Optimization exercise on an open flow, not production practice.
RTL: at most simulated, not proved equivalent.
Function not checked: runs 1 to 6.
Clock network not from TritonCTS: runs 6 and 7.
The clock port is an ideal driver here.
Power: default activity.

==> flow/design.v <==
`timescale 1ns / 100ps
`timescale 1ns / 100ps
`timescale 1ns / 100ps
`timescale 1ns / 100ps
`timescale 1ns / 100ps
`timescale 1ns / 100ps
`timescale 1ns / 100ps
`timescale 1ns / 100ps
`timescale 1ns / 100ps
`timescale 1ns / 100ps
`timescale 1ns / 100ps
`timescale 1ns / 100ps
module M216A_TopModule(
    input           clk_i,
    input           rst_i,
    input  [4 : 0]  width_i,
    input  [4 : 0]  height_i,
    output [7 : 0]  index_x_o,
    output [7 : 0]  index_y_o,
    output [3 : 0]  strike_o
);
    reg  [1:0] ph;
    reg  [1:0] warm;           
    reg        clr;            
    reg        live_q;         
    reg  [9:0] k_q;            
    reg  [4:0] w_q;
    reg  [6:0] a_q, b_q, c_q;
    reg  [6:0] thr_q;          
    reg  [6:0] mn_q;
    reg  [7:0] sum_q;
    reg        we_q;           
    reg        strike_q;
    reg  [3:0] id_q;
    reg  [6:0] x_q;
    reg  [6:0] y_q;
    reg        s_q;
    reg  [3:0] cnt_q;
    wire [6:0] occ [1:13];
    wire nrst   = ~rst_i;
    wire ph0    = (ph == 2'd0);
    wire live_d = nrst & (ph == 2'd3) & warm[1];
    wire [3:0] hi = height_i[3:0];
    wire [9:0] k_d;
    assign k_d[0] = (hi == 4'd4);
    assign k_d[1] = (hi == 4'd5);
    assign k_d[2] = (hi == 4'd6);
    assign k_d[3] = (hi == 4'd7);
    assign k_d[4] = (hi == 4'd8);
    assign k_d[5] = (hi == 4'd9);
    assign k_d[6] = (hi == 4'd10);
    assign k_d[7] = (hi == 4'd11);
    assign k_d[8] = (hi == 4'd12);
    assign k_d[9] = ~|k_d[8:0];
    wire k4  = k_q[0];
    wire k5  = k_q[1];
    wire k6  = k_q[2];
    wire k7  = k_q[3];
    wire k8  = k_q[4];
    wire k9  = k_q[5];
    wire k10 = k_q[6];
    wire k11 = k_q[7];
    wire k12 = k_q[8];
    wire k13 = k_q[9];
    wire [12:0] sel0 = {k13, 1'b0, 1'b0, k4, k12, k5, k11, k6, k10, k7, k9, 1'b0, k8};
    wire [12:0] sel1 = {1'b0, k13, 1'b0, 1'b0, k11, k4, k10, k5, k9, k6, 1'b0, k8, k7};
    wire [12:0] sel2 = {1'b0, 1'b0, k13, 1'b0, 1'b0, 1'b0, 1'b0, 1'b0, 1'b0, 1'b0, k8, k7, 1'b0};
    wire has1 = ~k12;
    wire has2 = k7 | k8 | k13;
    wire [3:0] id0 = ({4{k4}}  & 4'd10) | ({4{k5}}  & 4'd8) | ({4{k6}}  & 4'd6) |
                     ({4{k7}}  & 4'd4)  | ({4{k8}}  & 4'd1) | ({4{k9}}  & 4'd3) |
                     ({4{k10}} & 4'd5)  | ({4{k11}} & 4'd7) | ({4{k12}} & 4'd9) |
                     ({4{k13}} & 4'd13);
    wire [3:0] id1 = ({4{k4}}  & 4'd8)  | ({4{k5}}  & 4'd6) | ({4{k6}}  & 4'd4) |
                     ({4{k7}}  & 4'd1)  | ({4{k8}}  & 4'd2) | ({4{k9}}  & 4'd5) |
                     ({4{k10}} & 4'd7)  | ({4{k11}} & 4'd9) | ({4{k13}} & 4'd12);
    wire [3:0] id2 = ({4{k7}}  & 4'd2)  | ({4{k8}}  & 4'd3) | ({4{k13}} & 4'd11);
    function [6:0] ystart;
        input [3:0] id;
        begin
            ystart = ({7{id == 4'd2}}  & 7'd8)  | ({7{id == 4'd3}}  & 7'd16) |
                     ({7{id == 4'd4}}  & 7'd25) | ({7{id == 4'd5}}  & 7'd32) |
                     ({7{id == 4'd6}}  & 7'd42) | ({7{id == 4'd7}}  & 7'd48) |
                     ({7{id == 4'd8}}  & 7'd59) | ({7{id == 4'd9}}  & 7'd64) |
                     ({7{id == 4'd10}} & 7'd76) | ({7{id == 4'd11}} & 7'd80) |
                     ({7{id == 4'd12}} & 7'd96) | ({7{id == 4'd13}} & 7'd112);
        end
    endfunction
    reg  [6:0] rd0, rd1, rd2;
    integer i;
    always @(*) begin
        rd0 = 7'd0;
        rd1 = 7'd0;
        rd2 = 7'd0;
        for (i = 1; i <= 13; i = i + 1) begin
            rd0 = rd0 | (occ[i] & {7{sel0[i-1]}});
            rd1 = rd1 | (occ[i] & {7{sel1[i-1]}});
            rd2 = rd2 | (occ[i] & {7{sel2[i-1]}});
        end
    end
    function lt7;
        input [6:0] a;
        input [6:0] b;
        integer k;
        reg r;
        begin
            r = 1'b0;
            for (k = 0; k < 7; k = k + 1)
                r = (~a[k] & b[k]) | ((~a[k] | b[k]) & r);
            lt7 = r;
        end
    endfunction
    function [7:0] addw;
        input [6:0] a;
        input [4:0] w;
        reg [6:0] b;
        reg [7:0] c;
        reg t;
        integer i, j, k;
        begin
            b = {2'b00, w};
            c = 8'd0;
            for (i = 0; i < 7; i = i + 1)
                for (j = 0; j <= i; j = j + 1) begin
                    t = a[j] & b[j];
                    for (k = j + 1; k <= i; k = k + 1)
                        t = t & (a[k] | b[k]);
                    c[i+1] = c[i+1] | t;
                end
            addw = {c[7], (a ^ c[6:0]) ^ b};
        end
    endfunction
    wire b_lt_a = lt7(b_q, a_q);
    wire c_lt_a = lt7(c_q, a_q);
    wire c_lt_b = lt7(c_q, b_q);
    wire pc = has2 & c_lt_a & c_lt_b;
    wire pb = has1 & b_lt_a & ~pc;
    wire strike_d = ~lt7(mn_q, thr_q);
    wire strike = strike_q;
    wire [6:0] nocc_r = (sum_q[6:0] | {7{sum_q[7]}}) & {7{~clr}};
    always @(posedge clk_i) begin
        a_q <= rd0;
        b_q <= rd1;
        c_q <= rd2;
        thr_q <= 7'd1 - {2'b00, w_q};
        mn_q <= pc ? c_q : pb ? b_q : a_q;
        id_q <= pc ? id2 : pb ? id1 : id0;
        sum_q <= addw(mn_q, w_q);
        strike_q <= strike_d;
        we_q <= live_d & ~strike_d;
        live_q <= live_d;
        ph <= (ph + 2'd1) & {2{nrst}};
        if (rst_i | (ph0 & ~warm[1]))
            warm <= (warm + 2'd1) & {2{nrst}};
        clr <= rst_i | ~warm[1];
        if (ph0) begin
            k_q <= k_d;
            w_q <= width_i;
        end
    end
    always @(posedge clk_i) begin
        if (rst_i) begin
            x_q <= 7'd0;
            y_q <= 7'd0;
            s_q <= 1'b0;
            cnt_q <= 4'd0;
        end else if (live_q) begin
            x_q <= strike ? 7'd0 : mn_q;
            y_q <= strike ? 7'd0 : ystart(id_q);
            s_q <= strike;
            if (strike) cnt_q <= cnt_q + 4'd1;
        end
    end
    genvar g;
    generate
        for (g = 1; g <= 13; g = g + 1) begin : strip
            reg [6:0] v;
            always @(posedge clk_i)
                if (clr | (we_q & (id_q == g)))
                    v <= nocc_r;
            assign occ[g] = v;
        end
    endgenerate
    assign index_x_o = {s_q, x_q};
    assign index_y_o = {s_q, y_q};
    assign strike_o  = cnt_q;
endmodule
==> flow/flow/run.sh <==
#!/bin/bash
# Standard ORFS layout with three changes: sizing may change a cell's footprint,
# the port buffers are buf_2 cells, and CTS adds no dummy loads.
set -euo pipefail
bash standard.sh synth > synth.log 2>&1
bash standard.sh MATCH_CELL_FOOTPRINT=0 \
  "BUFFER_PORTS_ARGS=-buffer_cell sky130_fd_sc_hd__buf_2" \
  "CTS_ARGS=-sink_clustering_enable -repair_clock_nets -dont_use_dummy_load -sink_clustering_size 30 -buf_list {sky130_fd_sc_hd__clkbuf_4 sky130_fd_sc_hd__clkbuf_8}" \
  finish > layout.log 2>&1
==> flow/standard.sh <==
#!/bin/bash
# synth_recipe.tcl (not shown) runs the flow's synth.tcl, then flattens the netlist and writes it again
# the make line also repeats each setting of config.mk as NAME=value (left out here)
make -C /OpenROAD-flow-scripts/flow DESIGN_CONFIG=/design/flow/config.mk WORK_HOME=/design/flow/orfs CLKGATE_MAP_FILE= SYNTH_SCRIPT=/design/flow/synth_recipe.tcl "${@:-finish}"
==> flow/config.mk <==
export PLATFORM = sky130hd
export DESIGN_NAME = M216A_TopModule
export DESIGN_NICKNAME = M216A_TopModule
export VERILOG_FILES = /design/flow/design.v
export SDC_FILE = /design/flow/constraint.sdc
export NUM_CORES = 4
export LEC_CHECK = 0
export ABC_AREA = 1
export CAP_MARGIN = 20
export CORE_MARGIN = 2
export CORE_UTILIZATION = 40
export CTS_BUF_LIST = sky130_fd_sc_hd__clkbuf_4 sky130_fd_sc_hd__clkbuf_8
export CTS_CLUSTER_SIZE = 30
export SETUP_SLACK_MARGIN = 1.7
export SLEW_MARGIN = 20
export TNS_END_PERCENT = 0
==> flow/constraint.sdc <==
create_clock -name core_clock -period 3.3 [get_ports {clk_i}]
set_input_delay 0.6600 -clock core_clock [delete_from_list [all_inputs] [get_ports {clk_i}]]
set_output_delay 0.6600 -clock core_clock [all_outputs]
set_load 0.01 [all_outputs]
==> notes.md, run 1 <==
The flow ran to the end and the layout has no timing, DRC or antenna violations. The starting density of the core is 40.98%. The total setup violations reported at the end of the flow was 0. The number of antenna violations at the first check in global routing was 0; the synthesis-to-layout area growth was 10.76%. The tightest slew margin relative to the limit was 31.15%.

Between clock sinks in the finished design, the worst skew comes to 0.02917 ns. Buffers inserted during clock tree synthesis total 17. In this design, the stage delay of the slowest critical-path cell is 0.71 ns. The final critical path takes up 51.56% of the cycle. The number of nets in the synthesized netlist is 775. Entering global routing, the biggest net connects 23 pins. Sorting the synthesized cells by how often they occur yields nand2_1 (222), edfxtp_1 (108), inv_1 (80). The root buffer cell chosen for the clock tree is clkbuf_8. For the warning count from the yosys run, the log shows 1. The tools report the share of total power in the clock network as 16.4%.

For this run, asynchronously set or reset flops after synthesis account for 0%. STA puts the critical path data required time at 3.64 ns. Once detailed placement completed, the half-perimeter wirelength came to 11710 microns. Cell internal power was estimated by the tool at 4.260 mW. Overall track demand over capacity in global routing: 18.50%. The die is 139.9 microns tall.

The core region is 0.01802 sq mm. The post-synthesis cell type with the largest combined area was edfxtp_1. In the post-synthesis netlist, the biggest area contributors are edfxtp_1 (44%), dfxtp_1 (19%), nand2_1 (11%), inv_1 (4.1%), nand3_1 (2.7%). For the worst setup path, the data arrival time is 2.04 ns.

The fraction of layout cells with a size suffix above 1 was 11.31%. The routed via count divided by cell count was 5.221. The tools report the deepest level of the CTS H-tree as 4. Summed over all nets, the switching power comes to 2.397 mW.

For this run the aggregate overflow at the end of global routing stands at 0. The critical path is of the flop to flop type. For this design, the slowest cell found on the critical path is edfxtp_1. The number of global-route vias before repair is 5047, and the area share of the largest cell type after synthesis is 43.91%. At the end of the flow, the number of nets in the layout was 816. Wires add up to 17660 microns.

Setup total negative slack on the finished layout was measured at 0 ns. The floorplan step defined a die boundary enclosing 0.01957 sq mm. The run gives 29.7% as the combinational cell fraction of total power.

Measured in cells, the most critical reg-to-reg path has a length of 4. The flip-flop and latch count after synthesis came out at 179. The final antenna-violating net count was 0; the mean routed wirelength per cell was 17.23 microns.

The tools report the count of final max-slew check failures as 0. The layout has 1791 filler cells. In this run, the number of DRC markers left after iteration 0 of detailed routing was 502. For the number of standard-cell rows in the floorplan, the log shows 49. Walking the worst path, the cells encountered are a221oi_1 -> nand3_1 -> a21oi_1 -> nand2_1. TritonCTS built the clock tree.

CTS saw 179 sinks. For the final hold violation count, the log shows 0. The clock reaches the later pin of the worst-skew pair after 0.46 ns. The tools report the final antenna diode count as 0.

The kind of start point of the critical path is a flop. The routed design could run at a clock period as short as 1.701 ns. IR analysis of the VDD net gives a maximum drop of 331.0 uV.

For the cell count after placement, the log shows 992. Max-cap violations in this run came to 0. The detailed router placed 5352 vias in this run. In this run, post-CTS hold repair placed 0 buffers. For this run, design rule violations remaining after detail routing come to 0. Measured along the x axis, the die boundary spans 139.9 microns.

Yosys mapped a number of flops with a built-in enable equal to 108. For the maximum root-to-sink buffer count, the log shows 2. The tightest min-delay check is of the input pin to flop type.

Leaving out filler cells and counting taps, the final layout contains 1025. For this design the static power due to leakage is 3.486 nW. The tools report the count of pins on the block boundary as 32. Before antenna repair, the detailed router went through 5 iterations. Buffers placed on the I/O ports in this run total 30. For the pin with the worst max-slew slack, the measured transition is 1.029 ns. The global-route wire length before repair was 27370 microns.

Static timing analysis puts the maximum clock frequency at 587.7 MHz. The worst setup path is captured at a flop. For the number of unique standard cell types used by synthesis, the log shows 36. Among all flip-flop cells after synthesis, the most frequent one is edfxtp_1.

Of the total power, registers draw 53.9%. Most repeated cell in the gate-level netlist after synthesis: nand2_1. Net switching is 36.01% of the power. Setup repair after global routing could not meet its margin everywhere. Along the worst path, the maximum fanout reaches 16. The post-synthesis instance area was 0.007386 sq mm; the sequential cell area fraction in the yosys report was 63.15%. Averaged over all synthesized cells, the footprint is 9.757 sq um.

The clock slew at the register clock pins of the worst setup and hold paths is 0.09 ns, and the routability congestion estimate from global placement is 0.8228. The power density over cell area is 813.8 mW/mm^2, and the number of instances on the worst hold path is 1. Synthesis handed over a netlist of 757 instances.
==> power by group through the flow <==
stage	logic, mW	registers [mW]	clock network, mW
after floorplan	1.49	3.43	0
after global placement	1.83	3.66	0
after detailed placement	1.85	3.65	0
after CTS	1.88	3.60	1.12
after global routing	2.26	3.66	1.21
final	1.98	3.58	1.09
==> registers in the layout, summed over array words and instances, names as in the netlist <==
signal    cells
thr_q         6
w_q           5
id_q          4
b_q           7
ph            2
cnt_q         4
sum_q         8
we_q          1
strike_q      1
y_q           7
strip.v      91
s_q           1
live_q        1
k_q          10
clr           1
a_q           7
mn_q          7
warm          2
x_q           7
c_q           7
==> stage by stage <==
step	setup slack [ns]	total power, mW	hold slack [ns]	util (%)	instance area (sq um)
global route	1.515	7.126	0.3396	45.38	8180
finish	1.599	6.657	0.3672	45.38	8180
floorplan	1.711	4.918	0.3709	-	7391
global placement	1.271	5.488	0.3871	42.96	7744
CTS	1.386	6.603	0.3471	44.55	8030
detailed placement	1.234	5.499	0.3887	42.96	7744
==> layout make-up <==
cell class / count / area (sq um) / share of cell area [%]
inverter: 83 / 311.5 / 3.809
sequential: 179 / 4664 / 57.02
multi-input combinational: 467 / 2371 / 28.98
clock buffer: 17 / 234.0 / 2.860
tap: 229 / 286.5 / 3.503
timing repair buffer: 50 / 312.8 / 3.824
==> cells in the final DEF, fill, tap and decap left out <==
master	netlist	final
nand2_1	222	221
edfxtp_1	108	108
inv_1	80	79
dfxtp_1	71	71
nor2_1	50	49
nand3_1	40	40
a21oi_1	30	30
buf_2	1	30
nand4_1	23	23
clkbuf_8	0	19
buf_4	2	18
o21ai_0	21	16
a221oi_1	14	14
nor3_1	12	12
a22o_1	10	10
o22ai_1	6	6
xnor2_1	5	5
o21ai_2	0	5
ha_1	5	5
nand2_4	4	4
o21ai_1	4	4
o31ai_4	0	4
nand2_2	2	3
xor2_1	3	3
inv_2	1	2
clkinv_1	2	2
o211ai_1	2	2
o21a_1	2	2
a21oi_4	0	1
nand3_4	1	1
a21boi_2	0	1
or2_2	1	1
o31ai_1	5	1
nor2_2	0	1
a31oi_1	1	1
o221ai_1	1	1
fa_1	1	1
==> layer usage <==
layer	routed length [microns]	GRT usage (%)	part of all wire (%)
met1	7875	25.28	45
met2	8410	29.42	48
met3	1083	3.854	6.1
met4	286	6.474	1.6
met5	0	0	0
==> critical path, delay by kind of cell, from the launching register on <==
family / cells / cell delay, ns
compound gates: 2 / 0.65
flops: 1 / 0.71
simple gates: 2 / 0.21
==> timing repair <==
item	CTS	global route
buffers inserted	2	14
resized for setup	4	10
setup endpoints to repair	140	204
pin swaps	0	2
==> final timing paths <==
kind,slack [ns],from,to
worst max-delay path,1.60,k_q[2]$_DFFE_PN_,a_q[5]$_DFF_P_
worst min-delay path,0.37,width_i[3],w_q[3]$_DFFE_PN_
worst min register to register,0.41,w_q[1]$_DFFE_PN_,thr_q[1]$_DFF_P_
worst max register to register,1.60,k_q[2]$_DFFE_PN_,a_q[5]$_DFF_P_
==> kinds of logic (layout without fill, tap and decap cells) <==
| family | after synthesis | after routing | share of synthesized area [%] |
|---|---|---|---|
| AOI/OAI and AO/OA | 98 | 98 | 8.419 |
| xor gates and xnor gates | 8 | 8 | 0.9487 |
| adders and majority gates | 6 | 6 | 1.118 |
| buffers and inverters | 111 | 150 | 5.963 |
| DFF | 179 | 179 | 63.15 |
| and+or+nand+nor | 355 | 355 | 20.40 |
==> inputs of run 2 (changes only) <==
--- a/flow/config.mk
+++ b/flow/config.mk
@@ -8,9 +8,10 @@
 export ABC_AREA = 1
 export CAP_MARGIN = 20
 export CORE_MARGIN = 2
-export CORE_UTILIZATION = 40
+export CORE_UTILIZATION = 65
 export CTS_BUF_LIST = sky130_fd_sc_hd__clkbuf_4 sky130_fd_sc_hd__clkbuf_8
 export CTS_CLUSTER_SIZE = 30
+export PLACE_DENSITY = 0.75
 export SETUP_SLACK_MARGIN = 1.7
 export SLEW_MARGIN = 20
 export TNS_END_PERCENT = 0
==> run 2 against run 1 <==
Against the previous run:
- wire length shrank 1.6%
- largest cell class unchanged
- sequential power about the same
- highest routed layer unchanged
- sequential share of layout area grew 1.1 points
- register-to-register slack lost 0.04 ns
- hold slack better by 0.016 ns
==> notes.md, run 2 <==
The run finished with no timing, DRC or antenna violations. The global-route congestion overflow total was 0 (unchanged); the number of flip-flops in the largest register was 91 (unchanged). The routability congestion estimate from global placement is 0.9051 (+10%).

The final antenna diode count was 0 (unchanged). The global-route wire length before repair came out at 27690 microns (+1.2%). The part of the cycle the worst path needs is 52.80% (+1.2 points), and the warning count from the yosys run is 1 (unchanged). In the post-synthesis netlist, the biggest area contributors are edfxtp_1 (44%), dfxtp_1 (19%), nand2_1 (11%), inv_1 (4.1%), nand3_1 (2.7%). Startpoint of the most critical register-to-register path: k_q[2]$_DFFE_PN_.

The fraction of layout cells with a size suffix above 1 came out at 10.44% (-0.87 points). The tools report the net switching power figure as 2.426 mW (+1.2%). The worst hold-check path type was input pin to flop. The clock tree skew after final layout came out at 0.03004 ns (+0.0008657 ns). The port buffer count is 30 (unchanged), and the internal power contribution is 4.251 mW (-0.19%). The logs give 1.360 ns (+0.1258 ns) for the worst slack at placement and 3.64 ns (about the same) for the worst path required time. The run gives 0.004664 sq mm (unchanged) as the area of all sequential standard cells. The routed via count divided by cell count was 6.014 (+15%).

The number of antenna violations at the first check in global routing is 0 (unchanged). The terminus of the critical flop-to-flop path was a_q[4]$_DFF_P_. For the net count of the mapped netlist, the log shows 775 (unchanged). The endpoint arrival time on the critical path was 2.08 ns (+0.04 ns); the number of cells on the worst reg-to-reg path was 4 (unchanged).

The area share of the largest cell type after synthesis works out to 43.91% (unchanged). For the total setup violations reported at the end of the flow, the log shows 0 (unchanged). For the slack of the worst reg-to-reg path, the log shows 1.56 ns (-0.04 ns). The tools report the count of final max-slew check failures as 0 (unchanged). The most critical setup path has its endpoint at a_q[4]$_DFF_P_.

The kind of end point of the critical path was a flop. The area of the core region came out at 0.01098 sq mm (-39%). Relative to the synthesized area, the layout overhead comes to 8.606%. The transition at the pin with the smallest max-transition slack works out to 1.030 ns (+0.0009515 ns).

The worst setup path is of the flop to flop kind. The overall die area was 0.01223 sq mm (-37%). The mean routed wirelength per cell came out at 18.59 microns (+7.9%). In the synthesized netlist, the cells that appear most often are nand2_1 (222), edfxtp_1 (108), inv_1 (80). The maximum number of pins on one net before global-route repair came out at 24 (+4.3%).

The run gives 2 (unchanged) as the maximum root-to-sink buffer count. The final wirelength was 17380 microns (-1.6%); the synthesized instance count was 757 (unchanged). The run gives 38 (-22%) as the number of standard-cell rows in the floorplan. The number of flops mapped to enable cells by yosys was 108 (unchanged).

The sequential cell area fraction in the yosys report was 63.15% (unchanged). The library cell used most frequently in the layout, excluding fill and tap cells, is nand2_1. The top cell types in the final layout, fill and taps aside, are nand2_1 (222), edfxtp_1 (108), inv_1 (79). The power density over cell area is 832.5 mW/mm^2 (+2.3%).

The number of CTS-inserted buffers was 17 (unchanged); the starting density of the core was 67.25% (+26 points). The detailed placer's ending HPWL came out at 11770 microns (+0.56%). The height of the die was 110.6 microns (-21%); the final layout net count was 815 (-0.12%). The logs give 839 (+67%) for the count of routing violations after the opening detailed-route iteration and 4 (unchanged) for the deepest level of the CTS H-tree. The tools report the quantity of hold-fixing buffers added after cts as 0 (unchanged). The tools report the worst-skew pair later-pin latency as 0.46 ns (about the same). The tools report the peak clock frequency supported by timing as 573.9 MHz (-2.3%). For the combinational cell fraction of total power, the log shows 29.7% (about the same). The number of design rule violations left after detail routing was 0 (unchanged); the maximum fanout encountered on the critical timing path was 16 (unchanged). The logs give 16.5% (about the same) for the share of total power in the clock network and 0.002344 sq mm (-1.2%) for the area taken by multi-input logic gates. The run gives 0 (unchanged) as the final antenna-violating net count.

The largest registers in the layout are strip.v (91), k_q (10), sum_q (8). edfxtp_1 takes more of the synthesized area than any other cell. The reported max-cap violation count was 0 (unchanged); the switching share of power was 36.33% (+0.32 points).

The least setup slack across all paths after layout was 1.558 ns (-0.04091 ns); the leakage power was 3.469 nW (-0.47%). The run gives 32 (unchanged) as the count of pins on the block boundary. The total iterations of the first detailed-routing run was 6 (+1); the overall track demand over capacity in global routing was 29.37% (+11 points). The clock slew at the register clock pins of the worst setup and hold paths was 0.07 ns (-0.02 ns). The portion of total power attributed to sequential cells came out at 53.9% (about the same). Minimum period implied by the final worst setup slack: 1.742 ns (+0.04091 ns). The run gives 0 (unchanged) as the final hold violation count.

The tightest slew margin relative to the limit was 31.08% (-0.064 points). In this run the clock root is driven by a clkbuf_8. The tools report the number of global-route vias before repair as 5338 (+5.8%). The register with the most flip-flops in the final layout is strip.v. The mean instance size in the synthesized netlist came out at 9.757 sq um (unchanged). In the synthesized netlist the dominant register cell turns out to be edfxtp_1. The flip-flop and latch count after synthesis is 179 (unchanged).

STA classifies the critical path startpoint as a flop. The post-synthesis instance area was 0.007386 sq mm (unchanged). The run gives 0 ns (unchanged) as the total negative slack. Setup repair after global routing could not meet its margin everywhere. The via count of the routed design came out at 5623 (+5.1%). For the number of fill cells in the layout, the log shows 808 (-55%). The horizontal extent of the die works out to 110.6 microns (-21%). Maximum ir drop on the vdd rail: 581.1 uV (+76%).

Among all cell types in the netlist, the one instantiated most often is nand2_1. TritonCTS built the clock tree. The post-synthesis async set-or-reset flop share is 0% (unchanged), and the CTS sink count is 179 (unchanged). The critical path launch point is k_q[2]$_DFFE_PN_. The run gives 36 (unchanged) as the number of unique standard cell types used by synthesis.
## run 2: kinds of logic after synthesis
| group | count (synthesis) | synth area share, % |
|---|---|---|
| AO/OA/AOI/OAI | 98 | 8.419 |
| flip-flops | 179 | 63.15 |
| XOR/XNOR | 8 | 0.9487 |
| adder cells (fa/ha/maj) | 6 | 1.118 |
| AND/OR/NAND/NOR | 355 | 20.40 |
| buffers and inverters | 111 | 5.963 |
## run 2: power groups by stage
| stage | Combinational, mW | Sequential [mW] | Clock [mW] |
|---|---|---|---|
| 6_report | 1.98 | 3.60 | 1.10 |
| 5_1_grt | 2.25 | 3.66 | 1.20 |
| 4_1_cts | 1.91 | 3.59 | 1.12 |
| 3_5_place_dp | 1.88 | 3.64 | 0 |
| 3_3_place_gp | 1.83 | 3.62 | 0 |
| 2_1_floorplan | 1.49 | 3.43 | 0 |
## run 2: worst min-delay path by stage
stage,startpoint,end,cells after the start
5_1_grt,width_i[3],w_q[3]$_DFFE_PN_,1
6_report,width_i[1],w_q[1]$_DFFE_PN_,1
4_1_cts,width_i[1],w_q[1]$_DFFE_PN_,1
2_1_floorplan,w_q[1]$_DFFE_PN_,thr_q[1]$_DFF_P_,0
3_3_place_gp,w_q[1]$_DFFE_PN_,thr_q[1]$_DFF_P_,0
3_5_place_dp,w_q[1]$_DFFE_PN_,thr_q[1]$_DFF_P_,0
## run 2: layer usage
layer  wire length, microns  GRT usage, %  up-vias
li1                       -             -     2619
met5                      0             0        -
met4                    423         10.17        0
met3                   1682         7.135       42
met1                   7320         42.47     2666
met2                   7954         43.97      296
## run 2: final cells by class
| class | count | share of cell area [%] |
|---|---|---|
| Clock buffer | 17 | 2.917 |
| Inverter | 83 | 3.884 |
| Multi-Input combinational cell | 467 | 29.22 |
| Sequential cell | 179 | 58.15 |
| Tap cell | 140 | 2.184 |
| Timing Repair Buffer | 49 | 3.650 |
## run 2: worst max-delay path: stages (launching register included)
cell and delay (ns):
edfxtp_1 0.72, a221oi_1 0.46, nand3_1 0.18, a21oi_1 0.20, nand2_1 0.07
## run 2: per-stage QoR
stage               utilization [%]  cells  cell area, sq um  hold slack (ns)  power (mW)
floorplan                         -    757              7391           0.3709       4.918
global placement              69.92    910              7680           0.3916       5.443
detailed placement            69.92    910              7680           0.3979       5.521
CTS                           72.31    928              7941           0.3566       6.619
global route                  73.03    935              8021           0.3613       7.114
finish                        73.03    935              8021           0.3828       6.677
## run 2: repair_timing
action | in CTS | in global routing
buffers inserted | 1 | 7
gates resized for setup | 3 | 7
endpoints found under the hold margin | 0 | 0
endpoints found under the setup margin | 91 | 174
==> inputs of run 3 (changes only) <==
==> flow/config.mk (replaced) <==
export PLATFORM = sky130hd
export DESIGN_NAME = M216A_TopModule
export DESIGN_NICKNAME = M216A_TopModule
export VERILOG_FILES = /design/flow/design.v
export SDC_FILE = /design/flow/constraint.sdc
export NUM_CORES = 4
export LEC_CHECK = 0
export CAP_MARGIN = 20
export CORE_MARGIN = 2
export CORE_UTILIZATION = 40
export CTS_BUF_LIST = sky130_fd_sc_hd__clkbuf_4 sky130_fd_sc_hd__clkbuf_8
export CTS_CLUSTER_SIZE = 30
export SETUP_SLACK_MARGIN = 1.7
export SLEW_MARGIN = 20
export TNS_END_PERCENT = 0
==> run 3 against run 2 <==
Against the previous run:
- register-to-register slack worse by 0.29 ns
- largest power group unchanged
- die area is 58% higher
- still clean on timing, DRC and antenna
- via count is 9.4% lower
- critical endpoint is now sum_q[7]$_DFF_P_
- critical path depth is 3 higher
- largest cell class unchanged
- critical path type unchanged
==> notes.md, run 3 <==
The logs give 0.47 ns (about the same) for the worst-skew pair later-pin latency and 39.74% (+8.7 points) for the tightest slew margin relative to the limit. The tools report the worst hold slack across all endpoints as 0.3747 ns (-0.008101 ns). For hold timing, the worst endpoint is w_q[3]$_DFFE_PN_. The mean routed wirelength per cell was 19.91 microns (+7.1%); the maximum ir drop on the vdd rail was 313.6 uV (-46%).

The clock tree skew after final layout was 0.03485 ns (+0.004816 ns); the final antenna-violating net count was 0 (unchanged). The CTS sink count is 179 (unchanged), and the part of the cycle the worst path needs is 61.44% (+8.6 points). The critical path is of the flop to flop type. The tools report the number of unique standard cell types used by synthesis as 54 (+50%).

The tools report the total setup violations reported at the end of the flow as 0 (unchanged). The run gives 493.2 MHz (-14%) as the peak clock frequency supported by timing. Count of final max-slew check failures: 0 (unchanged).

The run gives 607 (-20%) as the synthesized instance count. The flow ran to the end and the layout has no timing, DRC or antenna violations. The longest individual stage delay on the worst path is 0.41 ns (-0.31 ns).

Ranked by instance count, the synthesized netlist is headed by edfxtp_1 (108), dfxtp_1 (71), nor2_1 (47). For the area of the core region, the log shows 0.01796 sq mm (+64%). The tools report the worst path required time as 3.65 ns (about the same). The startpoint of the most critical register-to-register path was w_q[0]$_DFFE_PN_. The terminus of the critical flop-to-flop path was sum_q[7]$_DFF_P_.

In the synthesized netlist the dominant register cell turns out to be edfxtp_1. The tools report the count of pins on the block boundary as 32 (unchanged). The tools report the number of antenna violations at the first check in global routing as 0 (unchanged). Flip-flop and latch count after synthesis: 179 (unchanged). Root cell of the clock tree: clkbuf_8. The logs give 26790 microns (-3.3%) for the global-route wire length before repair and 40.64% (-27 points) for the starting density of the core. By area the synthesized netlist is led by edfxtp_1 (44%), dfxtp_1 (19%), a22oi_1 (2.9%), nor2_1 (2.4%), a222oi_1 (2.1%). The cell type group with the largest total delay on the critical path was adder cells. The number of flip-flops in the largest register works out to 91 (unchanged). The largest registers in the layout are strip.v (91), k_q (10), sum_q (8). The critical path goes through ha_2 -> a21oi_2 -> a21oi_1 -> maj3_2 -> maj3_2 -> maj3_2 -> and3_1.

Net count of the mapped netlist: 625 (-19%). The number of design rule violations left after detail routing was 0 (unchanged); the sequential cell area fraction in the yosys report was 63.89% (+0.74 points). The final antenna diode count was 0 (unchanged). The cell with the largest stage delay on the worst path was edfxtp_1. The routed via count divided by cell count was 5.861 (-2.5%). The total iterations of the first detailed-routing run came out at 8 (+2).

The logs give 0 (unchanged) for the final hold violation count and 0.8908 (-1.6%) for the routability congestion estimate from global placement. Port buffer count: 30 (unchanged). The slack of the worst reg-to-reg path was 1.27 ns (-0.29 ns). The tools report the deepest level of the CTS H-tree as 4 (unchanged). The number of flops mapped to enable cells by yosys came out at 108 (unchanged). The top cell types in the final layout, fill and taps aside, are edfxtp_1 (108), dfxtp_1 (70), nor2_1 (47). The path class of the tightest hold or removal check is input pin to flop. The post-synthesis async set-or-reset flop share was 0% (unchanged).

strip.v holds more flip-flops than any other register. The fraction of layout cells with a size suffix above 1 is 14.53% (+4.1 points), and the detailed placer's ending HPWL is 11600 microns (-1.5%). The count of routing violations after the opening detailed-route iteration is 710 (-15%), and the height of the die is 139.1 microns (+26%). The number of global-route vias before repair came out at 4909 (-8.0%). The horizontal extent of the die works out to 139.1 microns (+26%).

The maximum root-to-sink buffer count came out at 2 (unchanged). The origin of the worst min-delay path is width_i[3]. The tools report the warning count from the yosys run as 1 (unchanged). The post-synthesis cell type with the largest combined area is edfxtp_1. The mean instance size in the synthesized netlist came out at 12.03 sq um (+23%). The global-route congestion overflow total was 0 (unchanged).

The tools report the kind of end point of the critical path as a flop. Setup repair after global routing could not meet its margin everywhere. The clock slew at the register clock pins of the worst setup and hold paths works out to 0.09 ns (+0.02 ns). The number of cells on the worst reg-to-reg path came out at 7 (+3). The run gives 0.01935 sq mm (+58%) as the overall die area. The worst setup path is launched from a flop. Leakage power: 3.095 nW (-11%).

The area share of the largest cell type after synthesis came out at 44.42% (+0.51 points). The run gives 27 (+13%) as the maximum number of pins on one net before global-route repair. edfxtp_1 is the most common cell in the netlist. Count of placed standard cells in the final layout, fillers left out: 869 (-7.1%). The number of CTS-inserted buffers was 17 (unchanged); the cell count after placement was 846 (-7.0%). The reported max-cap violation count is 0 (unchanged), and the minimum period implied by the final worst setup slack is 2.028 ns (+0.2853 ns). The transition at the pin with the smallest max-transition slack works out to 0.9005 ns (-0.1294 ns). TritonCTS built the clock tree. The total buffers and inverters traversed by the critical path is 0 (unchanged), and the number of fill cells in the layout is 1639 (+100%).

The number of standard-cell rows in the floorplan is 49 (+29%), and the endpoint arrival time on the critical path is 2.38 ns (+0.30 ns). The final wirelength came out at 17300 microns (-0.47%). The tools report the overall track demand over capacity in global routing as 17.83% (-12 points).

The maximum fanout encountered on the critical timing path was 3 (-13). Cell repeated most along the worst path: maj3_2. For the final layout net count, the log shows 660 (-19%).

For the post-synthesis instance area, the log shows 0.007301 sq mm (-1.2%). The most common library cell in the layout ignoring fill and taps was edfxtp_1. Compared with the post-synthesis result, the final layout area differs by 9.889%. The power density over cell area is 821.7 mW/mm^2 (-1.3%). The via count of the routed design came out at 5093 (-9.4%).

The number of instances on the worst hold path came out at 1 (unchanged). The quantity of hold-fixing buffers added after cts is 0 (unchanged). The run gives 0 ns (unchanged) as the total negative slack.
-- run 3: per-layer routing --
layer | vias up | wire, microns | track usage (%)
met4 | 0 | 424 | 6.752
met2 | 201 | 8085 | 28.23
met5 | - | 0 | 0
met3 | 33 | 1157 | 3.833
li1 | 2337 | - | -
met1 | 2522 | 7630 | 24.21
-- run 3: worst max-delay path by stage --
| stage | depth (start not counted) | slack, ns | endpoint | startpoint |
|---|---|---|---|---|
| 2_1_floorplan | 7 | 1.36 | sum_q[7]$_DFF_P_ | w_q[0]$_DFFE_PN_ |
| 3_3_place_gp | 7 | 1.22 | mn_q[4]$_DFF_P_ | a_q[1]$_DFF_P_ |
| 3_5_place_dp | 7 | 1.13 | mn_q[4]$_DFF_P_ | a_q[1]$_DFF_P_ |
| 4_1_cts | 7 | 1.27 | sum_q[7]$_DFF_P_ | w_q[0]$_DFFE_PN_ |
| 5_1_grt | 7 | 1.20 | mn_q[0]$_DFF_P_ | b_q[1]$_DFF_P_ |
| 6_report | 7 | 1.27 | sum_q[7]$_DFF_P_ | w_q[0]$_DFFE_PN_ |
-- run 3: kinds of logic after synthesis --
group | after synthesis | synth area share, %
xor gates and xnor gates | 14 | 1.679
adders and majority gates | 15 | 2.519
AOI/OAI and AO/OA | 155 | 15.75
and+or+nand+nor | 160 | 10.80
muxes | 10 | 1.422
DFF | 179 | 63.89
buffers and inverters | 74 | 3.942
-- run 3: per-stage QoR --
step | setup slack [ns] | utilization [%] | instance area [sq um] | power, mW
after floorplan | 1.362 | - | 7307 | 4.762
after global placement | 1.219 | 42.97 | 7719 | 5.310
after detailed placement | 1.128 | 42.97 | 7719 | 5.362
after CTS | 1.274 | 44.50 | 7994 | 6.520
after global routing | 1.201 | 44.66 | 8023 | 6.952
final | 1.272 | 44.66 | 8023 | 6.592
-- run 3: what timing repair did --
action                                  in CTS  in global routing
buffers inserted                             5                  1
endpoints found under the hold margin        0                  0
gates resized for setup                      2                  5
endpoints found under the setup margin      83                206
pin swaps                                    4                  1
-- run 3: report_power, final --
part | switching (mW) | internal, mW | total, mW
Sequential | 0.517 | 3.02 | 3.54
Clock | 0.654 | 0.455 | 1.11
Combinational | 1.09 | 0.849 | 1.94
-- run 3: worst reg2reg max path, cell delays in order (launching register included) --
cell      delay, ns
edfxtp_1       0.41
ha_2           0.20
a21oi_2        0.11
a21oi_1        0.05
maj3_2         0.32
maj3_2         0.31
maj3_2         0.34
and3_1         0.17
-- run 3: layout make-up --
cell class,count,area (sq um),area share (%)
sequential,179,4666,58.16
multi-input combinational,354,2379,29.65
timing repair buffer,52,315.3,3.930
tap,229,286.5,3.571
clock buffer,17,234.0,2.916
inverter,38,142.6,1.778
==> inputs of run 4 (changes only) <==
--- a/flow/config.mk
+++ b/flow/config.mk
@@ -5,11 +5,12 @@
 export SDC_FILE = /design/flow/constraint.sdc
 export NUM_CORES = 4
 export LEC_CHECK = 0
+export ABC_AREA = 1
 export CAP_MARGIN = 20
 export CORE_MARGIN = 2
 export CORE_UTILIZATION = 40
 export CTS_BUF_LIST = sky130_fd_sc_hd__clkbuf_4 sky130_fd_sc_hd__clkbuf_8
 export CTS_CLUSTER_SIZE = 30
-export SETUP_SLACK_MARGIN = 1.7
+export SETUP_SLACK_MARGIN = 1.65
 export SLEW_MARGIN = 20
-export TNS_END_PERCENT = 0
+export TNS_END_PERCENT = 100
==> run 4 against run 3 <==
Against the previous run:
- combinational power is 17% higher
- synthesized area grew 1.2%
- first-iteration DRC count decreased by 42%
- sequential cell count unchanged
- power grew 5.7%
- final cell count rose by 22%
- register-to-register slack improved by 0.35 ns
- global-route usage increased by 0.64 points
- hold slack got worse by 0.0075 ns
- sequential power rose by 2%
- critical endpoint is now strip[6].v[3]$_DFFE_PP_
==> notes.md, run 4 <==
The critical path launch point was id_q[1]$_DFF_P_. The tools report the count of pins on the block boundary as 32 (unchanged). nand2_1 is the most common cell in the netlist. The kind of start point of the critical path was a flop.

By area the synthesized netlist is led by edfxtp_1 (44%), dfxtp_1 (19%), nand2_1 (11%), inv_1 (4.1%), nand3_1 (2.7%). TritonCTS built the clock tree. The peak clock frequency supported by timing came out at 594.6 MHz (+21%).

For the endpoint arrival time on the critical path, the log shows 1.76 ns (-0.62 ns). In this run the critical register-to-register path is captured at strip[6].v[3]$_DFFE_PP_. The number of global-route vias before repair was 5039 (+2.6%); the number of flip-flops in the largest register was 91 (unchanged). The leakage power is 3.660 nW (+18%), and the net count of the mapped netlist is 775 (+24%). For the final layout net count, the log shows 847 (+28%).

The tightest slew margin relative to the limit was 36.31% (-3.4 points). The warning count from the yosys run was 1 (unchanged); the via count of the routed design was 5484 (+7.7%). The horizontal extent of the die was 139.9 microns (+0.56%). The startpoint of the most critical register-to-register path was id_q[1]$_DFF_P_.

The maximum ir drop on the vdd rail is 337.6 uV (+7.7%), and the clock slew at the register clock pins of the worst setup and hold paths is 0.09 ns (about the same). For the global-route congestion overflow total, the log shows 0 (unchanged). For the worst hold slack across all endpoints, the log shows 0.3672 ns (-0.007451 ns).

The tools report the final antenna diode count as 0 (unchanged). The maximum number of pins on one net before global-route repair is 24 (-11%), and the fraction of layout cells with a size suffix above 1 is 18.14% (+3.6 points). The CTS sink count is 179 (unchanged), and the overall die area is 0.01957 sq mm (+1.1%). The tightest min-delay check is of the input pin to flop type. In this run the clock root is driven by a clkbuf_8. The number of standard-cell rows in the floorplan was 49 (unchanged); the number of design rule violations left after detail routing was 0 (unchanged). The mean routed wirelength per cell was 16.93 microns (-15%); the post-synthesis async set-or-reset flop share was 0% (unchanged).

Reported max-cap violation count: 0 (unchanged). The run gives 18.46% (+0.64 points) as the overall track demand over capacity in global routing. The run gives 5 (-3) as the total iterations of the first detailed-routing run. The final hold violation count is 0 (unchanged). The total setup violations reported at the end of the flow was 0 (unchanged); the starting density of the core was 40.98% (+0.33 points).

Number of antenna violations at the first check in global routing: 0 (unchanged). The commonest cells after synthesis are nand2_1 (222), edfxtp_1 (108), inv_1 (80). Setup repair after global routing could not meet its margin everywhere. The flow ran to the end and the layout has no timing, DRC or antenna violations. The tools report the worst-skew pair later-pin latency as 0.46 ns (about the same). The maximum fanout encountered on the critical timing path was 7 (+4).

The run gives 3.37 ns (-0.28 ns) as the worst path required time. For the slack of the worst reg-to-reg path, the log shows 1.62 ns (+0.35 ns). The part of the cycle the worst path needs was 50.96% (-10 points). The run gives 36 (-33%) as the number of unique standard cell types used by synthesis. The logs give 1730 (+5.6%) for the number of fill cells in the layout and 0.03007 ns (-0.004784 ns) for the clock tree skew after final layout. The post-synthesis instance area was 0.007386 sq mm (+1.2%). The height of the die was 139.9 microns (+0.56%); the minimum period implied by the final worst setup slack was 1.682 ns (-0.3458 ns). Area share of the largest cell type after synthesis: 43.91% (-0.51 points). The primary flip-flop cell chosen by synthesis mapping was edfxtp_1. The tools report the number of CTS-inserted buffers as 17 (unchanged). The global-route wire length before repair was 27220 microns (+1.6%); the detailed placer's ending HPWL was 11830 microns (+2.0%).

The kind of end point of the critical path was a flop. The type of the worst setup path is flop to flop. The final antenna-violating net count is 0 (unchanged).

The number of instances on the worst hold path is 1 (unchanged), and the flip-flop and latch count after synthesis is 179 (unchanged). The synthesized instance count is 757 (+25%), and the count of final max-slew check failures is 0 (unchanged). The number of flops mapped to enable cells by yosys came out at 108 (unchanged). The count of routing violations after the opening detailed-route iteration came out at 410 (-42%). Ranked by flip-flop count, first place goes to strip.v. The top cell types in the final layout, fill and taps aside, are nand2_1 (220), edfxtp_1 (108), inv_1 (75). The count of placed standard cells in the final layout, fillers left out came out at 1056 (+22%). In the final layout, the registers with the most flip-flops are strip.v (91), k_q (10), sum_q (8). The post-synthesis cell type with the largest combined area is edfxtp_1.

The routability congestion estimate from global placement is 0.9079 (+1.9%). The transition at the pin with the smallest max-transition slack is 0.9519 ns (+0.05133 ns), and the routed via count divided by cell count is 5.193 (-11%). The port buffer count works out to 30 (unchanged). The total negative slack is 0 ns (unchanged). The deepest level of the CTS H-tree is 4 (unchanged). Number of cells on the worst reg-to-reg path: 4 (-3).

The area of the core region is 0.01802 sq mm (+0.34%). Mean instance size in the synthesized netlist: 9.757 sq um (-19%). The area growth from synthesis to layout is 15.69%. Power density over cell area: 815.2 mW/mm^2 (-0.80%). The worst hold path begins at width_i[0]. The path with the worst hold slack has its endpoint at w_q[0]$_DFFE_PN_.

The tools report the sequential cell area fraction in the yosys report as 63.15% (-0.74 points). The logs give 996 (+18%) for the cell count after placement and 2 (unchanged) for the maximum root-to-sink buffer count. Leaving out fill and tap cells, the most frequent cell in the layout is nand2_1. The tools report the final wirelength as 17870 microns (+3.3%).
[run 4: cells by family (layout without fill, tap and decap cells)]
kind of cell	count (synthesis)	in the layout	share of synthesized area [%]
adders and majority gates	6	6	1.118
AOI/OAI and AO/OA	98	98	8.419
and+or+nand+nor	355	356	20.40
xor gates and xnor gates	8	8	0.9487
buffers and inverters	111	180	5.963
DFF	179	179	63.15
[run 4: final cells by class]
cell class / count / area [sq um] / area share (%)
timing repair buffer: 80 / 580.6 / 6.795
sequential: 179 / 4678 / 54.75
tap: 229 / 286.5 / 3.353
clock buffer: 17 / 234.0 / 2.738
inverter: 83 / 315.3 / 3.690
multi-input combinational: 468 / 2450 / 28.67
[run 4: worst max-delay path: stages (launching register included)]
cell and delay, ns:
dfxtp_1 0.41, inv_1 0.08, nor2_1 0.18, nand2_1 0.12, o21ai_2 0.52
[run 4: per-layer routing]
| layer | GRT usage [%] | routed length [microns] | vias to the layer above |
|---|---|---|---|
| met2 | 28.99 | 8356 | 149 |
| met1 | 25.26 | 8145 | 2628 |
| met3 | 3.579 | 974 | 23 |
| met5 | 0 | 0 | - |
| met4 | 7.579 | 396 | 0 |
| li1 | - | - | 2684 |
[run 4: per-stage QoR]
step	instance area (sq um)	worst slack [ns]	utilization, %	power [mW]
final	8544	1.618	47.40	6.965
after global routing	8544	1.562	47.40	7.390
after CTS	8163	1.410	45.29	6.667
after detailed placement	7769	1.378	43.10	5.517
after global placement	7769	1.356	43.10	5.493
after floorplan	7386	1.697	-	4.917
[run 4: how the worst max path moves through the flow]
stage | endpoint | slack, ns | depth (start not counted)
2_1_floorplan | strip[4].v[0]$_DFFE_PP_ | 1.70 | 3
3_3_place_gp | strip[6].v[2]$_DFFE_PP_ | 1.36 | 4
3_5_place_dp | strip[6].v[2]$_DFFE_PP_ | 1.38 | 4
4_1_cts | strip[7].v[3]$_DFFE_PP_ | 1.41 | 4
5_1_grt | strip[6].v[3]$_DFFE_PP_ | 1.56 | 4
6_report | strip[6].v[3]$_DFFE_PP_ | 1.62 | 4
[run 4: power by group]
part	switching [mW]	total (mW)	leakage, nW	internal (mW)
Sequential	0.477	3.60	1.79	3.13
Combinational	1.40	2.27	1.74	0.867
Clock	0.637	1.09	0.122	0.455
Total	2.52	6.97	3.66	4.45
[run 4: timing repair]
| action | in CTS | in global routing |
|---|---|---|
| endpoints found under the setup margin | 76 | 136 |
| cloned | 0 | 1 |
| gates resized for setup | 16 | 37 |
| pin swaps | 1 | 12 |
| hold buffers | 0 | 0 |
| buffers inserted | 13 | 29 |
==> inputs of run 5 (changes only) <==
==> flow/flow/run.sh (replaced) <==
#!/bin/bash
# Standard ORFS layout with these changes: sizing may change a cell's footprint,
# the port buffers are buf_2 cells, and the clock tree is the two-level tree
# that flow/cts_tree.tcl builds (see there).
set -euo pipefail
bash standard.sh synth > synth.log 2>&1
bash standard.sh MATCH_CELL_FOOTPRINT=0 \
  "BUFFER_PORTS_ARGS=-buffer_cell sky130_fd_sc_hd__buf_2" \
  "PRE_CTS_TCL=$PWD/flow/cts_tree.tcl" \
  finish > layout.log 2>&1
==> flow/flow/cts_tree.tcl (new file) <==
# Hook run by ORFS's cts.tcl before clock_tree_synthesis (PRE_CTS_TCL).
# Builds a two-level clock tree instead: the registers are split into two
# halves by median x and each half into four groups by y quartiles; each
# group's clock pins are driven by a clkbuf_16 at the group's centre, and
# the four leaf buffers of a half by a clkbuf_16 at their centre, which the
# clock port drives.  clock_tree_synthesis is then replaced by a no-op; the
# rest of cts.tcl (legalisation, timing repair, writing the results) runs as
# usual.

set db [ord::get_db]
set block [ord::get_db_block]
set master [$db findMaster sky130_fd_sc_hd__clkbuf_16]
set clk_net [[$block findBTerm clk_i] getNet]

proc sink_xy { it } {
  set bb [[$it getInst] getBBox]
  return [list [expr {([$bb xMin] + [$bb xMax]) / 2}] [expr {([$bb yMin] + [$bb yMax]) / 2}]]
}

# split items (lists whose elements idx is a coordinate) into n parts of
# nearly equal size along that coordinate
proc split_by { items idx n } {
  set s [lsort -integer -index $idx $items]
  set len [llength $s]
  set parts {}
  for { set i 0 } { $i < $n } { incr i } {
    set a [expr {($i * $len) / $n}]
    set b [expr {(($i + 1) * $len) / $n - 1}]
    lappend parts [lrange $s $a $b]
  }
  return $parts
}

proc centre { items } {
  set sx 0
  set sy 0
  foreach s $items {
    incr sx [lindex $s 1]
    incr sy [lindex $s 2]
  }
  set n [llength $items]
  return [list [expr {$sx / $n}] [expr {$sy / $n}]]
}

proc add_buffer { name x y in_net out_name } {
  global block master
  set inst [odb::dbInst_create $block $master $name]
  $inst setLocation $x $y
  $inst setPlacementStatus PLACED
  set net [odb::dbNet_create $block $out_name]
  $net setSigType CLOCK
  [$inst findITerm A] connect $in_net
  [$inst findITerm X] connect $net
  return $net
}

set sinks {}
foreach it [$clk_net getITerms] {
  lappend sinks [concat [list $it] [sink_xy $it]]
}
puts "cts_tree: [llength $sinks] clock sinks"

set h 0
foreach half [split_by $sinks 1 2] {
  set leaves [split_by $half 2 4]
  set cs {}
  foreach grp $leaves {
    lappend cs [concat [list {}] [centre $grp]]
  }
  lassign [centre $cs] hx hy
  set hnet [add_buffer "clkbuf_tree_$h" $hx $hy $clk_net "clknet_tree_$h"]
  puts "cts_tree: clkbuf_tree_$h at ($hx, $hy)"
  set l 0
  foreach grp $leaves {
    lassign [centre $grp] cx cy
    set lnet [add_buffer "clkbuf_tree_${h}_$l" $cx $cy $hnet "clknet_tree_${h}_$l"]
    foreach s $grp {
      set it [lindex $s 0]
      $it disconnect
      $it connect $lnet
    }
    puts "cts_tree: clkbuf_tree_${h}_$l drives [llength $grp] sinks at ($cx, $cy)"
    incr l
  }
  incr h
}
$clk_net setSigType CLOCK
global_connect
set_propagated_clock [all_clocks]

rename clock_tree_synthesis cts_tree_unused_clock_tree_synthesis
proc clock_tree_synthesis { args } {
  puts "cts_tree: clock tree already built, clock_tree_synthesis skipped"
}
--- a/flow/config.mk
+++ b/flow/config.mk
@@ -11,6 +11,6 @@
 export CORE_UTILIZATION = 40
 export CTS_BUF_LIST = sky130_fd_sc_hd__clkbuf_4 sky130_fd_sc_hd__clkbuf_8
 export CTS_CLUSTER_SIZE = 30
-export SETUP_SLACK_MARGIN = 1.65
+export SETUP_SLACK_MARGIN = 1.7
 export SLEW_MARGIN = 20
-export TNS_END_PERCENT = 100
+export TNS_END_PERCENT = 0
==> run 5 against run 4 <==
Against the previous run:
- the run now fails in clock tree synthesis
- synthesized area unchanged
- synthesized cell count did not move
==> notes.md, run 5 <==
The first error in the log reads "Error: cts.tcl, 6 can't read ”block”: no such variable". The mean instance size in the synthesized netlist came out at 9.757 sq um (unchanged). The tools report the number of unique standard cell types used by synthesis as 36 (unchanged). The worst slack at placement came out at 1.234 ns (-0.1438 ns). The flow did not finish.

The warning count from the yosys run is 1 (unchanged). The tools report the post-synthesis instance area as 0.007386 sq mm (unchanged). Sorting the synthesized cells by how often they occur yields nand2_1 (222), edfxtp_1 (108), inv_1 (80). The logs give 757 (unchanged) for the synthesized instance count and 11710 microns (-1.0%) for the detailed placer's ending HPWL.

The post-synthesis async set-or-reset flop share was 0% (unchanged); the height of the die was 139.9 microns (unchanged). The flip-flop and latch count after synthesis was 179 (unchanged). The run gives 63.15% (unchanged) as the sequential cell area fraction in the yosys report. The number of standard-cell rows in the floorplan came out at 49 (unchanged). The starting density of the core was 40.98% (unchanged). The failing step was clock tree synthesis.

The area share of the largest cell type after synthesis was 43.91% (unchanged). The horizontal extent of the die is 139.9 microns (unchanged). Of all cell types, the one taking the most synthesized area is edfxtp_1. The number of flops mapped to enable cells by yosys came out at 108 (unchanged). Routability congestion estimate from global placement: 0.8228 (-9.4%).

Net count of the mapped netlist: 775 (unchanged). By instance count, the leading cell after synthesis is nand2_1. The tools report the count of pins on the block boundary as 32 (unchanged). The port buffer count was 30 (unchanged).

By area the synthesized netlist is led by edfxtp_1 (44%), dfxtp_1 (19%), nand2_1 (11%), inv_1 (4.1%), nand3_1 (2.7%). For this run, the leading register cell type out of synthesis is edfxtp_1.
## run 5: worst max-delay path by stage
| stage | end | slack (ns) | depth (start not counted) |
|---|---|---|---|
| after detailed placement | id_q[0]$_DFF_P_ | 1.23 | 7 |
| after global placement | id_q[0]$_DFF_P_ | 1.27 | 7 |
| after floorplan | strip[11].v[0]$_DFFE_PP_ | 1.71 | 4 |
## run 5: cell families after synthesis
kind of cell | Yosys count | synth area share (%)
AOI/OAI and AO/OA | 98 | 8.419
xor gates and xnor gates | 8 | 0.9487
adders and majority gates | 6 | 1.118
buffers and inverters | 111 | 5.963
DFF | 179 | 63.15
and+or+nand+nor | 355 | 20.40
## run 5: power groups by stage
stage / logic (mW) / clock network, mW / registers, mW
2_1_floorplan: 1.49 / 0 / 3.43
3_3_place_gp: 1.83 / 0 / 3.66
3_5_place_dp: 1.85 / 0 / 3.65
## run 5: through the flow
step / hold slack [ns] / util, % / area [sq um] / total power, mW / cells
after floorplan: 0.3709 / - / 7391 / 4.918 / 757
after detailed placement: 0.3887 / 42.96 / 7744 / 5.499 / 992
after global placement: 0.3871 / 42.96 / 7744 / 5.488 / 992
==> inputs of run 6 (changes only) <==
--- a/flow/flow/cts_tree.tcl
+++ b/flow/flow/cts_tree.tcl
@@ -7,10 +7,9 @@
 # rest of cts.tcl (legalisation, timing repair, writing the results) runs as
 # usual.
 
-set db [ord::get_db]
-set block [ord::get_db_block]
-set master [$db findMaster sky130_fd_sc_hd__clkbuf_16]
-set clk_net [[$block findBTerm clk_i] getNet]
+set ::cts_tree_block [ord::get_db_block]
+set ::cts_tree_master [[ord::get_db] findMaster sky130_fd_sc_hd__clkbuf_16]
+set clk_net [[$::cts_tree_block findBTerm clk_i] getNet]
 
 proc sink_xy { it } {
   set bb [[$it getInst] getBBox]
@@ -43,11 +42,10 @@
 }
 
 proc add_buffer { name x y in_net out_name } {
-  global block master
-  set inst [odb::dbInst_create $block $master $name]
+  set inst [odb::dbInst_create $::cts_tree_block $::cts_tree_master $name]
   $inst setLocation $x $y
   $inst setPlacementStatus PLACED
-  set net [odb::dbNet_create $block $out_name]
+  set net [odb::dbNet_create $::cts_tree_block $out_name]
   $net setSigType CLOCK
   [$inst findITerm A] connect $in_net
   [$inst findITerm X] connect $net
==> run 6 against run 5 <==
Against the previous run:
- now clean on timing, DRC and antenna
- synthesized cell count unchanged
- synthesized area stayed put
==> notes.md, run 6 <==
The run gives 36 (unchanged) as the number of unique standard cell types used by synthesis. More flip-flops sit in one register than any other, and that register is strip.v. The first routing iteration left 407 violations. After global routing the overflow that remains totals 0.

Transition at the pin with the smallest max-transition slack: 0.9893 ns. The largest registers in the layout are strip.v (91), k_q (10), sum_q (8). The mean instance size in the synthesized netlist was 9.757 sq um (unchanged); the peak clock frequency supported by timing was 597.8 MHz. Entering global routing, the biggest net connects 24 pins. Data arrives at the worst endpoint at 1.63 ns.

The global-route wire length before repair is 26990 microns, and the combinational cell fraction of total power is 29.3%. STA puts the critical path data required time at 3.25 ns. The count of final max-slew check failures is 0. The most used flip-flop cell after synthesis is edfxtp_1.

The clock arrives with 0.01256 ns of skew. The area share of the largest cell type after synthesis came out at 43.91% (unchanged). The net count of the mapped netlist came out at 775 (unchanged).

The power density over cell area is 822.2 mW/mm^2, and the reported max-cap violation count is 0. For the final routed database, the setup TNS stands at 0 ns. The met2 wire length was 8228 microns; the number of global-route vias before repair was 4988. The routed via count divided by cell count is 5.248, and the final antenna-violating net count is 0. 0 antenna diodes ended up in the layout.

The horizontal extent of the die is 139.9 microns (unchanged). For the number of fill cells in the layout, the log shows 1764. The number of antenna violations at the first check in global routing was 0. For this design the total switching power over the nets is 2.391 mW. Counting instances, the worst hold path has a depth of 0. For the via count of the routed design, the log shows 5342. The maximum fanout encountered on the critical timing path works out to 7. The area of placed instances is 0.007744 sq mm (unchanged), and the mean routed wirelength per cell is 17.19 microns.

The overall track demand over capacity in global routing came out at 17.39%. The final layout net count is 809, and the total setup violations reported at the end of the flow is 0. After detailed routing, the number of remaining DRC violations is 0. The part of the cycle the worst path needs came out at 50.69%. For the count of pins on the block boundary, the log shows 32 (unchanged). The number of cells on the worst reg-to-reg path is 3. For the routability congestion estimate from global placement, the log shows 0.8228 (unchanged). The finished cells cover 0.008197 sq mm. Number of standard-cell rows in the floorplan: 49 (unchanged). Flip-flop and latch count after synthesis: 179 (unchanged). The worst setup path is of the flop to flop kind.

The synthesized instance count is 757 (unchanged), and the quantity of hold-fixing buffers added after cts is 0. In the post-synthesis netlist, the biggest area contributors are edfxtp_1 (44%), dfxtp_1 (19%), nand2_1 (11%), inv_1 (4.1%), nand3_1 (2.7%). By count the netlist is led by nand2_1 (222), edfxtp_1 (108), inv_1 (80). Portion of total power attributed to sequential cells: 53.1%. At the end of the flow the core is filled with cells to 45.47%. Summed over all nets, wire length on met3 after detailed routing comes to 933 microns. The total area inside the core boundary comes to 0.01802 sq mm.

The worst path meets setup with 1.627 ns of slack. Clock-pin slew was measured on the worst setup and hold paths at 0.09 ns. The highest layer touched by signal routing is met4. The sequential cell area fraction in the yosys report was 63.15% (unchanged). Leaving out fill and tap cells, the most frequent cell in the layout is nand2_1. In the layout the commonest cells are nand2_1 (221), edfxtp_1 (108), inv_1 (79).

The die covers 0.01957 sq mm. The detailed router put a total of 7913 microns of wire on met1. For the final hold violation count, the log shows 0. For the detailed placer's ending HPWL, the log shows 11710 microns (unchanged).

The tools report the warning count from the yosys run as 1 (unchanged). The run gives 1.234 ns (unchanged) as the worst slack at placement. The logs give 336.1 uV for the maximum ir drop on the vdd rail and 3.487 nW for the leakage power. Setup repair after global routing could not meet its margin everywhere. Of all cell types, the one taking the most synthesized area is edfxtp_1.

At the later pin of the worst-skew pair, clock insertion delay measures 0.32 ns. The run finished with no timing, DRC or antenna violations. Height of the die: 139.9 microns (unchanged). The kind of end point of the critical path was a flop.

Worst hold-check path type: flop to flop. For the starting density of the core, the log shows 40.98% (unchanged). STA classifies the critical path startpoint as a flop. The register with the most flip-flops in the layout has 91 of them.

The port buffer count is 30 (unchanged). The total iterations of the first detailed-routing run is 5. Compared with the post-synthesis result, the final layout area differs by 10.98%. The tools report the post-synthesis instance area as 0.007386 sq mm (unchanged). The most repeated cell in the gate-level netlist after synthesis is nand2_1. Hold is met by 0.4071 ns. The fraction of layout cells with a size suffix above 1 is 10.52%, and the minimum period implied by the final worst setup slack is 1.673 ns. Internal power contribution: 4.348 mW. In this run the tightest slew margin relative to its limit is 33.81%. Net switching is 35.48% of the power. The post-synthesis async set-or-reset flop share is 0% (unchanged), and the share of total power in the clock network is 17.6%. The number of flops mapped to enable cells by yosys was 108 (unchanged); the final wirelength was 17500 microns.
run 6: area by class of cell:
cell class                 instances  area [sq um]  area share [%]
timing repair buffer              50         312.8           3.816
buffer                            10         250.2           3.053
multi-input combinational        467          2371           28.93
sequential                       179          4664           56.91
tap                              229         286.5           3.496
inverter                          83         311.5           3.801
run 6: critical path, stage by stage, from the launching register on:
cell	delay [ns]
dfxtp_1	0.36
nor2_1	0.18
inv_1	0.16
o31ai_4	0.60
run 6: per-layer routing:
layer,GRT usage [%],vias to the layer above
li1,-,2600
met2,28.73,153
met4,4.000,0
met1,24.86,2560
met3,1.858,29
met5,0,-
run 6: stage by stage:
step | instances | total power, mW
after floorplan | 757 | 4.918
after global placement | 992 | 5.488
after detailed placement | 992 | 5.499
after CTS | 1004 | 6.665
after global routing | 1018 | 7.175
final | 1018 | 6.739
run 6: final timing paths:
| kind | start | to | slack [ns] |
|---|---|---|---|
| max | id_q[0]$_DFF_P_ | strip[4].v[3]$_DFFE_PP_ | 1.63 |
| min | w_q[1]$_DFFE_PN_ | thr_q[1]$_DFF_P_ | 0.41 |
| max reg2reg | id_q[0]$_DFF_P_ | strip[4].v[3]$_DFFE_PP_ | 1.63 |
| min reg2reg | w_q[1]$_DFFE_PN_ | thr_q[1]$_DFF_P_ | 0.41 |
run 6: timing repair:
item | in CTS | in global routing
pin swaps | 0 | 2
endpoints found under the setup margin | 127 | 192
setup buffers | 2 | 14
gates resized for setup | 4 | 10
run 6: cells by family after synthesis:
group                      count (synthesis)  share of synthesized area (%)
AOI/OAI and AO/OA                         98                          8.419
buffers and inverters                    111                          5.963
and+or+nand+nor                          355                          20.40
DFF                                      179                          63.15
xor gates and xnor gates                   8                         0.9487
adders and majority gates                  6                          1.118
run 6: power groups by stage:
| stage | Clock, mW | Combinational, mW | Sequential, mW |
|---|---|---|---|
| after floorplan | 0 | 1.49 | 3.43 |
| after global placement | 0 | 1.83 | 3.66 |
| after detailed placement | 0 | 1.85 | 3.65 |
| after CTS | 1.19 | 1.88 | 3.60 |
| after global routing | 1.26 | 2.26 | 3.66 |
| final | 1.18 | 1.98 | 3.58 |
==> inputs of run 7 (changes only) <==
--- a/flow/design.v
+++ b/flow/design.v
@@ -19,7 +19,7 @@
     output [7 : 0]  index_y_o,
     output [3 : 0]  strike_o
 );
-    reg  [1:0] ph;
+    reg  [3:0] ph;             
     reg  [1:0] warm;           
     reg        clr;            
     reg        live_q;         
@@ -38,8 +38,8 @@
     reg  [3:0] cnt_q;
     wire [6:0] occ [1:13];
     wire nrst   = ~rst_i;
-    wire ph0    = (ph == 2'd0);
-    wire live_d = nrst & (ph == 2'd3) & warm[1];
+    wire ph0    = ph[0];
+    wire live_d = nrst & ph[3] & warm[1];
     wire [3:0] hi = height_i[3:0];
     wire [9:0] k_d;
     assign k_d[0] = (hi == 4'd4);
@@ -149,11 +149,16 @@
         strike_q <= strike_d;
         we_q <= live_d & ~strike_d;
         live_q <= live_d;
-        ph <= (ph + 2'd1) & {2{nrst}};
+        ph <= rst_i ? 4'b0001 : {ph[2:0], ph[3]};
         if (rst_i | (ph0 & ~warm[1]))
             warm <= (warm + 2'd1) & {2{nrst}};
         clr <= rst_i | ~warm[1];
-        if (ph0) begin
+    end
+    always @(posedge clk_i) begin
+        if (rst_i) begin
+            k_q <= 10'd0;
+            w_q <= 5'd0;
+        end else if (ph0) begin
             k_q <= k_d;
             w_q <= width_i;
         end
==> run 7 against run 6 <==
Against the previous run:
- still clean on timing, DRC and antenna
- first-iteration DRC count is 4.7% higher
- sequential power is 16% lower
- critical path depth is 1 lower
- largest power group unchanged
==> notes.md, run 7 <==
The net count of the mapped netlist came out at 781 (+0.77%). The mean instance size in the synthesized netlist works out to 9.581 sq um (-1.8%). The number of standard-cell rows in the floorplan is 49 (unchanged), and the post-synthesis async set-or-reset flop share is 0% (unchanged). For the final wirelength, the log shows 16940 microns (-3.2%). Worst hold slack across all endpoints: 0.4065 ns (-0.0006200 ns).

The least setup slack across all paths after layout was 1.629 ns (+0.001850 ns); the final antenna diode count was 0 (unchanged). The maximum ir drop on the vdd rail is 287.2 uV (-15%). STA classifies the critical path endpoint as a flop. The number of flops mapped to enable cells by yosys works out to 93 (-14%). The startpoint identified for the worst register-to-register timing path is sum_q[7]$_DFF_P_. The clock slew at the register clock pins of the worst setup and hold paths came out at 0.10 ns (about the same). The total negative slack is 0 ns (unchanged), and the tightest slew margin relative to the limit is 34.99% (+1.2 points). The synthesized instance count was 765 (+1.1%); the global-route wire length before repair was 26830 microns (-0.56%). The warning count from the yosys run is 1 (unchanged). The detailed placer's ending HPWL came out at 11620 microns (-0.79%).

The tools report the overall die area as 0.01942 sq mm (-0.74%). In this run the most critical hold path is launched from ph[1]$_SDFF_PP0_. The horizontal extent of the die is 139.4 microns (-0.37%), and the mean routed wirelength per cell is 16.49 microns (-4.1%). Tracing the worst setup path back leads to its startpoint at sum_q[7]$_DFF_P_.

The final layout net count was 816 (+0.87%). Count of placed standard cells in the final layout, fillers left out: 1027 (+0.88%). The number of antenna violations at the first check in global routing is 0 (unchanged), and the overall power after layout is 5.077 mW (-25%). The quantity of hold-fixing buffers added after cts is 0 (unchanged), and the starting density of the core is 40.80% (-0.17 points). The routed via count divided by cell count came out at 5.172 (-1.4%). The total setup violations reported at the end of the flow was 0 (unchanged). The number of flip-flops in the largest register is 91 (unchanged). The largest total area in the synthesized netlist belongs to edfxtp_1. The number of instances on the worst hold path was 2 (+2). Walking the worst path, the cells encountered are nor2_1 -> nor2_1. Count of routing violations after the opening detailed-route iteration: 426 (+4.7%). In the synthesized netlist the dominant register cell turns out to be edfxtp_1. The count of final max-slew check failures was 0 (unchanged); the minimum period implied by the final worst setup slack was 1.671 ns (-0.001850 ns).

STA classifies the critical path startpoint as a flop. The number of fill cells in the layout was 1733 (-1.8%). The largest register by flop count was strip.v. The number of global-route vias before repair is 4988 (unchanged). The endpoint arrival time on the critical path is 1.65 ns (+0.02 ns). The maximum fanout encountered on the critical timing path was 13 (+6); the maximum number of pins on one net before global-route repair was 25 (+4.2%). The run finished with no timing, DRC or antenna violations. The number of design rule violations left after detail routing was 0 (unchanged).

The run gives 0.002394 sq mm (+0.95%) as the area taken by multi-input logic gates. The run gives 0 (unchanged) as the reported max-cap violation count. The worst path required time was 3.28 ns (+0.03 ns); the final antenna-violating net count was 0 (unchanged). The final core area utilization is 45.27% (-0.20 points). In the layout the commonest cells are nand2_1 (217), edfxtp_1 (93), dfxtp_1 (86). The longest individual stage delay on the worst path is 0.74 ns (+0.14 ns). The port buffer count was 30 (unchanged); the via count of the routed design was 5312 (-0.56%). The logs give 37 (+2.8%) for the number of unique standard cell types used by synthesis and 0.01288 ns (+0.0003245 ns) for the clock tree skew after final layout. The type of the worst setup path is flop to flop. The routability congestion estimate from global placement is 0.8515 (+3.5%). The number of cells on the worst reg-to-reg path is 2 (-1). The part of the cycle the worst path needs was 50.63% (-0.056 points); the area of the core region was 0.01796 sq mm (-0.34%). The flip-flop and latch count after synthesis works out to 181 (+1.1%).

For the area of all sequential standard cells, the log shows 0.004557 sq mm (-2.3%). The fraction of layout cells with a size suffix above 1 came out at 11.65% (+1.1 points). The total iterations of the first detailed-routing run was 5 (unchanged); the post-synthesis instance area was 0.007330 sq mm (-0.76%). Sequential cell area fraction in the yosys report: 62.14% (-1.0 points).
[run 7: layer usage]
layer  up-vias  part of all wire (%)  track usage [%]
met3        23                   4.3            1.445
met4         0                   2.0            2.552
met1      2529                    50            25.45
li1       2646                     -                -
met5         -                     0                0
met2       114                    44            27.35
[run 7: final timing paths]
path | endpoint | slack (ns)
setup / recovery | strip[12].v[6]$_DFFE_PP_ | 1.63
hold / removal | ph[2]$_SDFF_PP0_ | 0.41
setup reg to reg | strip[12].v[6]$_DFFE_PP_ | 1.63
hold reg to reg | ph[2]$_SDFF_PP0_ | 0.41
[run 7: kinds of logic (layout without fill, tap and decap cells)]
logic type               Yosys count  after routing  share of synthesized area [%]
AND/OR/NAND/NOR                  336            338                          18.98
flip-flops                       181            181                          62.14
AO/OA/AOI/OAI                    122            122                          10.86
XOR/XNOR                           8              8                         0.9560
buffers and inverters            114            145                          6.282
adder cells (fa/ha/maj)            4              4                         0.7853
[run 7: final cells by class]
class	instances	area share, %
Buffer	10	3.077
Inverter	84	3.954
Multi-Input combinational cell	472	29.43
Sequential cell	181	56.03
Tap cell	229	3.523
Timing Repair Buffer	51	3.985
[run 7: power by group]
part	switching (mW)	leakage [nW]	internal, mW	total, mW
registers	0.231	1.78	2.77	3.01
clock network	0.659	0.123	0.547	1.21
logic	0.565	1.40	0.301	0.866
total	1.45	3.31	3.62	5.08
[run 7: worst max-delay path: cells and delay by family, from the launching register on]
family | cells | cell delay, ns
simple gates | 2 | 0.85
flops | 1 | 0.47
[run 7: repair_timing]
item                                    CTS  global route
pin swaps                                 1             2
setup buffers                             1             8
gates cloned                              0             2
endpoints found under the setup margin   93           232
resized for setup                         2            14

Setup slack of run 7, layout unchanged: 1.629 ns with ideal ports, 1.629 ns with driving cells assumed (clock clkbuf_16, inputs buf_2), 1.389 ns with port delays also shifted by the 0.374 ns mid clock arrival.
